What follows belongs to an exercise in optimizing a design on an open flow for small area, a short achievable clock period and few clock cycles per item; a production flow would make more cautious choices.
Function was checked by simulation only, so behaviour that the tests miss may differ from the original.

## TR
==> module cordic_magphase, before the edit <==
module cordic_magphase (
    input  wire        clk,
    input  wire        rst_n,
    input  wire        start,
    input  wire [15:0] x_in,
    input  wire [15:0] y_in,
    output reg         busy,
    output reg         done,
    output wire [31:0] magnitude,
    output wire [31:0] phase
);
    reg [3:0] cnt;
    reg idle;                        
    reg post;                        
    reg wide;                        
    reg [16:0] xr;                   
    reg signed [16:0] yr;            
    reg signed [31:0] zr;
    reg [1:0] nr;                    
    reg [15:0] mag_r;
    reg [30:0] ph_r;
    assign magnitude = {2'b00, mag_r, 14'b0};
    assign phase = {ph_r[30], ph_r};
    wire xneg = x_in[15];
    wire [16:0] xa;
    wire signed [16:0] ya;
    cordic_magphase_negif negx (.v(x_in), .n(xneg), .r(xa));
    cordic_magphase_negif negy (.v(y_in), .n(xneg), .r(ya));
    reg cneg, cpos;                  
    wire d = ~yr[16];                
    wire [16:0] xsh = xr >> cnt;
    wire signed [16:0] ysh = yr >>> cnt;
    wire signed [16:0] ys = d ? yr - xsh : yr + xsh;
    wire [1:0] o = {1'b0, nr[1]} + {1'b0, nr[0]};    
    wire n17 = yr[9];
    wire [4:0] ncnt = {3'd0, o} + ((cnt == 4'd13 && n17) ? 5'd15 : 5'd0);
    wire [16:0] xop = wide ? ysh : {12'd0, ncnt};
    wire xadd = ~wide | d;
    wire [16:0] xs = xadd ? xr + xop : xr - xop;
    wire m0, m1;
    wire [9:0] v2;
    cordic_magphase_narrow narrow (.x(xr), .k(cnt[1:0]), .o(o), .v0(yr[9:0]), .m({m0, m1}), .v2(v2));
    reg [31:0] zt;
    always @* begin
        case (cnt)
        4'd0: case ({cneg, cpos, d})
            3'b000: zt = 32'h00000000;
            3'b001: zt = 32'h1921FB54;
            3'b010: zt = 32'h3243F6A8;
            3'b011: zt = 32'h4B65F1FC;
            3'b100: zt = 32'hCDBC0958;
            3'b101: zt = 32'hE6DE04AC;
            default: zt = 32'bx;
            endcase
        4'd1: zt = d ? 32'h0ED63382 : 32'd0;
        4'd2: zt = d ? 32'h07D6DD7E : 32'd0;
        4'd3: zt = d ? 32'h03FAB752 : 32'd0;
        4'd4: zt = d ? 32'h01FF55C0 : 32'd0;
        4'd5: zt = d ? 32'h00FFEAB6 : 32'd0;
        4'd6: zt = d ? 32'h007FFD50 : 32'd0;
        4'd7: zt = d ? 32'h003FFFB4 : 32'd0;
        4'd8: zt = d ? 32'h001FFFDE : 32'd0;
        4'd9: zt = 32'd0;
        4'd10: case (nr)
            2'd0: zt = 32'h0017FFFC;
            2'd1: zt = 32'h000FFFFE;
            2'd2: zt = 32'h0007FFFE;
            2'd3: zt = 32'h00000000;
            endcase
        4'd11: case (nr)
            2'd0: zt = 32'h0005FFFC;
            2'd1: zt = 32'h0003FFFE;
            2'd2: zt = 32'h0001FFFE;
            2'd3: zt = 32'h00000000;
            endcase
        4'd12: case (nr)
            2'd0: zt = 32'h00017FFC;
            2'd1: zt = 32'h0000FFFE;
            2'd2: zt = 32'h00007FFE;
            2'd3: zt = 32'h00000000;
            endcase
        4'd13: case ({nr, n17})
            3'd0: zt = 32'h00007FE2;
            3'd1: zt = 32'h00005FFC;
            3'd2: zt = 32'h00005FE4;
            3'd3: zt = 32'h00003FFE;
            3'd4: zt = 32'h00003FE4;
            3'd5: zt = 32'h00001FFE;
            3'd6: zt = 32'h00001FE6;
            3'd7: zt = 32'h00000000;
            endcase
        default: begin
            if (zr > 32'sh3243F6A8) zt = 32'h9B7812AF;
            else if (zr < -32'sh3243F6A8) zt = 32'h6487ED51;
            else zt = 32'd0;
        end
        endcase
    end
    wire [31:0] zs = zr + zt;
    function [79:0] csa(input [39:0] a, input [39:0] b, input [39:0] c);
        csa = {a ^ b ^ c, ((a & b) | (a & c) | (b & c)) << 1};
    endfunction
    wire [39:0] X = {23'd0, xr};
    wire [39:0] N = {23'd0, ~xr};
    wire [39:0] s0, c0, s1, c1, s2, c2, s3, c3, s4, c4, s5, c5, s6, c6;
    assign {s0, c0} = csa(X, X << 4, X << 6);
    assign {s1, c1} = csa(X << 10, N << 14, N << 16);
    assign {s2, c2} = csa(X << 19, X << 21, 40'hFD80014000);
    assign {s3, c3} = csa(s0, c0, s1);
    assign {s4, c4} = csa(c1, s2, c2);
    assign {s5, c5} = csa(s3, c3, s4);
    assign {s6, c6} = csa(s5, c5, c4);
    wire [39:0] psum = s6 + c6;
    always @(posedge clk or negedge rst_n) begin
        if (!rst_n) begin
            busy <= 1'b0;
            idle <= 1'b1;
            done <= 1'b0;
            post <= 1'b0;
            wide <= 1'b1;
            cnt  <= 4'd0;
        end else if (idle) begin
            busy <= start;
            idle <= !start;
            done <= 1'b0;
            post <= 1'b0;
            wide <= 1'b1;
            cnt  <= 4'd0;
        end else begin
            cnt  <= cnt + 1'b1;
            busy <= !post;
            idle <= post;
            done <= post;
            post <= (cnt == 4'd13);
            wide <= (cnt < 4'd8);
        end
    end
    always @(posedge clk) begin
        if (idle) begin
            xr <= xa;
            yr <= ya;
            cneg <= xneg & ya[16];
            cpos <= xneg & ~ya[16];
        end else begin
            xr <= xs;
            if (wide) yr <= ys;
            else yr[9:0] <= v2;
        end
        nr <= wide ? 2'd0 : {m0, m1};
        zr <= idle ? 32'hE41B7F96 : zs;      
        if (post) begin
            mag_r <= psum[37:22];
            ph_r  <= zs[30:0];
        end
    end
endmodule
Settings: LEC_CHECK=0, CAP_MARGIN=20, CORE_MARGIN=2, CORE_UTILIZATION=40, SLEW_MARGIN=20, SYNTH_HIERARCHICAL=1, SETUP_SLACK_MARGIN=15, CTS_BUF_LIST=sky130_fd_sc_hd__clkbuf_8, CTS_CLUSTER_SIZE=30; clock period 20.0 ns.
standard.sh (not shown) runs the stock make flow with config.mk's settings and CLKGATE_MAP_FILE= SYNTH_SCRIPT=/design/flow/synth_recipe.tcl, a recipe that flattens the netlist after the stock synthesis.
==> flow/flow/run.sh <==
#!/bin/bash
# Layout flow: the standard flow (standard.sh: the standard synthesis
# script and ORFS steps, unchanged), with settings added to config.mk:
#  - SYNTH_HIERARCHICAL 1: each module is mapped by ABC on its own, so the
#    small modules on the paths from the inputs and the narrow iterations
#    are mapped for speed;
#  - SETUP_SLACK_MARGIN 15: ORFS's repair_timing sizes and buffers the
#    design for 15 ns of setup margin at the 20 ns clock;
set -o pipefail
cp config.mk config_orig.txt
{
  echo "export SYNTH_HIERARCHICAL = 1"
  echo "export SETUP_SLACK_MARGIN = 15"
  echo "export CTS_BUF_LIST = sky130_fd_sc_hd__clkbuf_8"
  echo "export CTS_CLUSTER_SIZE = 30"
} >> config.mk
bash standard.sh > standard.log 2>&1
Testbench counts of TR, summed over its fixed seeds: cycles 51,200, ops 3,200.
> inputs changed (TR -> JK)
-- flow/design.v --
<<< TR, line 11
);
    reg [3:0] cnt;
    reg idle;                        
    reg post;                        
>>> JK, line 11
);
    reg [3:0] cnt;
    reg [3:0] sh;                    
    reg idle;                        
    reg post;                        
<<< TR, line 29
    reg cneg, cpos;                  
    wire d = ~yr[16];                
    wire [16:0] xsh = xr >> cnt;
    wire signed [16:0] ysh = yr >>> cnt;
    wire signed [16:0] ys = d ? yr - xsh : yr + xsh;
    wire [1:0] o = {1'b0, nr[1]} + {1'b0, nr[0]};    
>>> JK, line 30
    reg cneg, cpos;                  
    wire d = ~yr[16];                
    wire [16:0] xsh = xr >> sh;
    wire signed [16:0] ysh = yr >>> sh;
    wire signed [16:0] ys = d ? yr - xsh : yr + xsh;
    wire [1:0] o = {1'b0, nr[1]} + {1'b0, nr[0]};    
<<< TR, line 148
        end
        nr <= wide ? 2'd0 : {m0, m1};
        zr <= idle ? 32'hE41B7F96 : zs;      
        if (post) begin
>>> JK, line 149
        end
        nr <= wide ? 2'd0 : {m0, m1};
        sh <= idle ? 4'd0 : sh + 1'b1;
        zr <= idle ? 32'hE41B7F96 : zs;      
        if (post) begin
Notes after the runs:
- Of JK and TR, the run reporting the higher actual transition at the worst max-transition pin was TR.
- JK ends up with a largest fanout on the critical path that is 14 lower than in TR.
- TR -> JK: mean post-synth cell area decreased slightly
- Comparing JK with TR, the wire length of the first global-routing pass came out essentially unchanged.
- Per the final summary, JK finished and its layout is clean on timing, DRC and antenna.
- Going from TR to JK, placer's final routability congestion estimate shrinks by 5.7%.
- Compared with TR, JK shows a lower area growth from synthesis to final layout.
- Looking at sequential area share after synthesis, JK sits 0.27 points higher than TR does.
- JK against TR: maximum clock frequency went up 0.46%, sequential share of layout area went up 0.58 points, post-route cell area went down about 1.6%.
- Compared to TR, JK leaves more free space in the core.
Testbench counts of JK, summed over its fixed seeds: cycles 51,200, ops 3,200.

== job 6496 ==
Another version of the RTL of cordic_magphase (not shown whole).
For scale: about 0.016 sq mm of cells after synthesis.
==> module cordic_magphase, before the edit <==
module cordic_magphase (
    input  wire        clk,
    input  wire        rst_n,
    input  wire        start,
    input  wire [15:0] x_in,
    input  wire [15:0] y_in,
    output reg         busy,
    output reg         done,
    output wire [31:0] magnitude,
    output wire [31:0] phase
);
    reg [4:0] cnt;
    reg [16:0] xr;                   
    reg signed [16:0] yr;
    reg signed [31:0] zr;
    reg cneg, cpos;                  
    reg [15:0] mag_r;
    reg [30:0] ph_r;
    assign magnitude = {2'b00, mag_r, 14'b0};
    assign phase = {ph_r[30], ph_r};
    wire xneg = x_in[15];
    wire [16:0] xa;
    wire signed [16:0] ya;
    cordic_magphase_negif negx (.v(x_in), .n(xneg), .r(xa));
    cordic_magphase_negif negy (.v(y_in), .n(xneg), .r(ya));
    wire last = (cnt == 5'd15);
    reg  post;                       
    reg  idle;                       
    wire d = ~yr[16];                
    reg  [16:0] xsh;
    reg  signed [16:0] ysh;
    wire signed [16:0] yfill = {17{yr[16]}};
    always @* begin
        xsh = xr >> cnt[3:0];
        ysh = (cnt[3] & (cnt[2:0] != 3'd0)) ? yfill : (yr >>> cnt[3:0]);
    end
    wire m14 = yr[16];
    wire signed [5:0] v14 = yr[5:0];
    wire signed [5:0] u14 = {3'b0, xr[16:14]};
    wire signed [5:0] v15 = m14 ? v14 + u14 : v14 - u14;
    wire m15 = v15[5];
    wire [16:0] w15 = xr + m14;
    wire signed [5:0] u15 = {4'b0, w15[16:15]};
    wire signed [5:0] v16 = m15 ? v15 + u15 : v15 - u15;
    wire m16 = v16[5];
    wire w16b = w15[16] | (&w15[15:0] & m15);    
    wire signed [5:0] u16 = {5'b0, w16b};
    wire signed [5:0] v17 = m16 ? v16 + u16 : v16 - u16;
    wire m17 = v17[5];
    reg n16, n17;
    always @(posedge clk) begin
        n16 <= m16;
        n17 <= m17;
    end
    wire n15 = yr[16];
    wire [4:0] xtail = {4'd0, n15} + {4'd0, n16} + (n17 ? 5'd15 : 5'd0);
    wire [16:0] xadd = last ? {12'd0, xtail} : ysh;
    wire [16:0] xs = (d | last) ? xr + xadd : xr - ysh;
    wire signed [16:0] ys = d ? yr - xsh : yr + xsh;
    reg [31:0] zt;
    always @* begin
        case (cnt)
        5'd0: case ({cneg, cpos, d})
            3'b000: zt = 32'hE41B7F96;
            3'b001: zt = 32'hFD3D7AEA;
            3'b010: zt = 32'h165F763E;
            3'b011: zt = 32'h2F817192;
            3'b100: zt = 32'hB1D788EE;
            3'b101: zt = 32'hCAF98442;
            default: zt = 32'bx;
            endcase
        5'd1: zt = d ? 32'h0ED63382 : 32'd0;
        5'd2: zt = d ? 32'h07D6DD7E : 32'd0;
        5'd3: zt = d ? 32'h03FAB752 : 32'd0;
        5'd4: zt = d ? 32'h01FF55C0 : 32'd0;
        5'd5: zt = d ? 32'h00FFEAB6 : 32'd0;
        5'd6: zt = d ? 32'h007FFD50 : 32'd0;
        5'd7: zt = d ? 32'h003FFFB4 : 32'd0;
        5'd8: zt = d ? 32'h001FFFDE : 32'd0;
        5'd9: zt = d ? 32'h000FFFFE : 32'd0;
        5'd10: zt = d ? 32'h0007FFFE : 32'd0;
        5'd11: zt = d ? 32'h0003FFFE : 32'd0;
        5'd12: zt = d ? 32'h0001FFFE : 32'd0;
        5'd13: zt = d ? 32'h0000FFFE : 32'd0;
        5'd14: zt = d ? 32'h00007FFE : 32'd0;
        5'd15: case ({d, n16, n17})
            3'd0: zt = 32'h00003FE4;
            3'd1: zt = 32'h00001FFE;
            3'd2: zt = 32'h00001FE6;
            3'd3: zt = 32'h00000000;
            3'd4: zt = 32'h00007FE2;
            3'd5: zt = 32'h00005FFC;
            3'd6: zt = 32'h00005FE4;
            3'd7: zt = 32'h00003FFE;
            endcase
        default: begin
            if (zr > 32'sh3243F6A8) zt = 32'h9B7812AF;
            else if (zr < -32'sh3243F6A8) zt = 32'h6487ED51;
            else zt = 32'd0;
        end
        endcase
    end
    wire [31:0] zs = zr + zt;
    function [79:0] csa(input [39:0] a, input [39:0] b, input [39:0] c);
        csa = {a ^ b ^ c, ((a & b) | (a & c) | (b & c)) << 1};
    endfunction
    wire [39:0] X = {23'd0, xr};
    wire [39:0] s0, c0, s1, c1, s2, c2, s3, c3, s4, c4, s5, c5, s6, c6;
    assign {s0, c0} = csa(X, X << 4, X << 6);
    assign {s1, c1} = csa(X << 10, X << 14, X << 15);
    assign {s2, c2} = csa(X << 17, X << 18, X << 21);
    assign {s3, c3} = csa(s0, c0, s1);
    assign {s4, c4} = csa(c1, s2, c2);
    assign {s5, c5} = csa(s3, c3, s4);
    assign {s6, c6} = csa(s5, c5, c4);
    wire [39:0] prod = s6 + c6;
    always @(posedge clk or negedge rst_n) begin
        if (!rst_n) begin
            busy <= 1'b0;
            idle <= 1'b1;
            done <= 1'b0;
            post <= 1'b0;
            cnt  <= 5'd0;
        end else if (idle) begin
            busy <= start;
            idle <= !start;
            done <= 1'b0;
            post <= 1'b0;
            cnt  <= 5'd0;
        end else begin
            cnt  <= cnt + 1'b1;
            busy <= !post;
            idle <= post;
            done <= post;
            post <= last;
        end
    end
    always @(posedge clk) begin
        if (idle) begin
            xr   <= xa;
            yr   <= ya;
            cneg <= xneg & ya[16];
            cpos <= xneg & ~ya[16];
        end else begin
            xr <= xs;
            yr <= ys;
        end
        zr <= idle ? 32'd0 : zs;
        if (post) begin
            mag_r <= prod[37:22];
            ph_r  <= zs[30:0];
        end
    end
endmodule
Settings: LEC_CHECK=0, CAP_MARGIN=20, CORE_MARGIN=2, CORE_UTILIZATION=40, SLEW_MARGIN=20, SYNTH_HIERARCHICAL=1, SETUP_SLACK_MARGIN=15; clock period 20.0 ns.
==> flow/flow/run.sh <==
#!/bin/bash
# Layout flow: the standard flow (standard.sh: the standard synthesis
# script and ORFS steps, unchanged), with two settings added to config.mk:
#  - SYNTH_HIERARCHICAL 1: each module is mapped by ABC on its own, so the
#    small input-conditioning module is mapped for speed;
set -o pipefail
cp config.mk config_orig.txt
{
  echo "export SYNTH_HIERARCHICAL = 1"
  echo "export SETUP_SLACK_MARGIN = 15"
} >> config.mk
bash standard.sh > standard.log 2>&1
Testbench counts of job 6496, summed over its fixed seeds: cycles 57,600, ops 3,200.
Modified inputs, job 7389 compared to job 6496
--- a/flow/design.v
+++ b/flow/design.v
@@ -13,7 +13,6 @@
     reg [16:0] xr;                   
     reg signed [16:0] yr;
     reg signed [31:0] zr;
-    reg cneg, cpos;                  
     reg [15:0] mag_r;
     reg [30:0] ph_r;
     assign magnitude = {2'b00, mag_r, 14'b0};
@@ -24,6 +23,7 @@
     cordic_magphase_negif negx (.v(x_in), .n(xneg), .r(xa));
     cordic_magphase_negif negy (.v(y_in), .n(xneg), .r(ya));
     wire last = (cnt == 5'd15);
+    wire [31:0] zinit = ~xneg ? 32'hE41B7F96 : ya[16] ? 32'hB1D788EE : 32'h165F763E;
     reg  post;                       
     reg  idle;                       
     wire d = ~yr[16];                
@@ -60,15 +60,7 @@
     reg [31:0] zt;
     always @* begin
         case (cnt)
-        5'd0: case ({cneg, cpos, d})
-            3'b000: zt = 32'hE41B7F96;
-            3'b001: zt = 32'hFD3D7AEA;
-            3'b010: zt = 32'h165F763E;
-            3'b011: zt = 32'h2F817192;
-            3'b100: zt = 32'hB1D788EE;
-            3'b101: zt = 32'hCAF98442;
-            default: zt = 32'bx;
-            endcase
+        5'd0: zt = d ? 32'h1921FB54 : 32'd0;
         5'd1: zt = d ? 32'h0ED63382 : 32'd0;
         5'd2: zt = d ? 32'h07D6DD7E : 32'd0;
         5'd3: zt = d ? 32'h03FAB752 : 32'd0;
@@ -105,15 +97,17 @@
         csa = {a ^ b ^ c, ((a & b) | (a & c) | (b & c)) << 1};
     endfunction
     wire [39:0] X = {23'd0, xr};
+    wire [39:0] N = {23'd0, ~xr};
     wire [39:0] s0, c0, s1, c1, s2, c2, s3, c3, s4, c4, s5, c5, s6, c6;
     assign {s0, c0} = csa(X, X << 4, X << 6);
-    assign {s1, c1} = csa(X << 10, X << 14, X << 15);
-    assign {s2, c2} = csa(X << 17, X << 18, X << 21);
+    assign {s1, c1} = csa(X << 10, N << 14, N << 16);
+    assign {s2, c2} = csa(X << 19, X << 21, 40'hFD80014000);
     assign {s3, c3} = csa(s0, c0, s1);
     assign {s4, c4} = csa(c1, s2, c2);
     assign {s5, c5} = csa(s3, c3, s4);
     assign {s6, c6} = csa(s5, c5, c4);
-    wire [39:0] prod = s6 + c6;
+    wire [39:0] psum = s6 + c6;
+    wire [15:0] prod = psum[37:22];
     always @(posedge clk or negedge rst_n) begin
         if (!rst_n) begin
             busy <= 1'b0;
@@ -139,15 +133,13 @@
         if (idle) begin
             xr   <= xa;
             yr   <= ya;
-            cneg <= xneg & ya[16];
-            cpos <= xneg & ~ya[16];
         end else begin
             xr <= xs;
             yr <= ys;
         end
-        zr <= idle ? 32'd0 : zs;
+        zr <= idle ? zinit : zs;
         if (post) begin
-            mag_r <= prod[37:22];
+            mag_r <= prod;
             ph_r  <= zs[30:0];
         end
     end
--- outcome ---
- Compared with job 6496, in job 7389 clock transition at the register clock pins on the worst setup and hold paths after CTS did not really move, first-pass GRT wire length moved down.
- Going from job 6496 to job 7389, the synthesized instance count was found to have gone down by 68.
- Compared with job 6496, job 7389 shows a higher global router's overall resource usage.
- Final wirelength ended up 0.48% lower on job 7389 than on job 6496.
- Cell area was lower in job 7389 than in job 6496.
Testbench counts of job 7389, summed over its fixed seeds: cycles 57,600, ops 3,200.

[re-timing with driven ports]
The results above use ideal ports. As a check the final layouts listed here were re-extracted and re-timed, cells and wires unchanged. Step 1 (the two cells are an assumption about what drives the block):
set clk [get_ports {clk}]
set_driving_cell -lib_cell sky130_fd_sc_hd__clkbuf_16 $clk
set_driving_cell -lib_cell sky130_fd_sc_hd__buf_2 [delete_from_list [all_inputs] $clk]
Step 2 moves the port delays by t, midway between the first and last clock arrival at a register: inputs arrive t later, outputs are due t later. That takes back most of the time a late clock gives input paths. Three values: ideal ports, drivers, drivers and shift; two values: the first two.
run	t (ns)	slack for setup (ns)	worst setup path at the end	worst register clock-pin slew, ns
TR	0.534	14.947 / 14.906 / 14.477	input to register	0.10 / 0.10
JK	0.536	14.970 / 14.921 / 14.492	input to register	0.10 / 0.10
job 6496	0.502	14.987 / 14.933 / 14.541	input to register	0.07 / 0.07
job 7389	0.487	14.999 / 14.969 / 14.533	input to register	0.07 / 0.07
After both steps every run listed still meets setup and hold. For JK, which loses most, drivers alone change the setup slack by -0.049 ns; drivers and shift together by -0.478 ns.
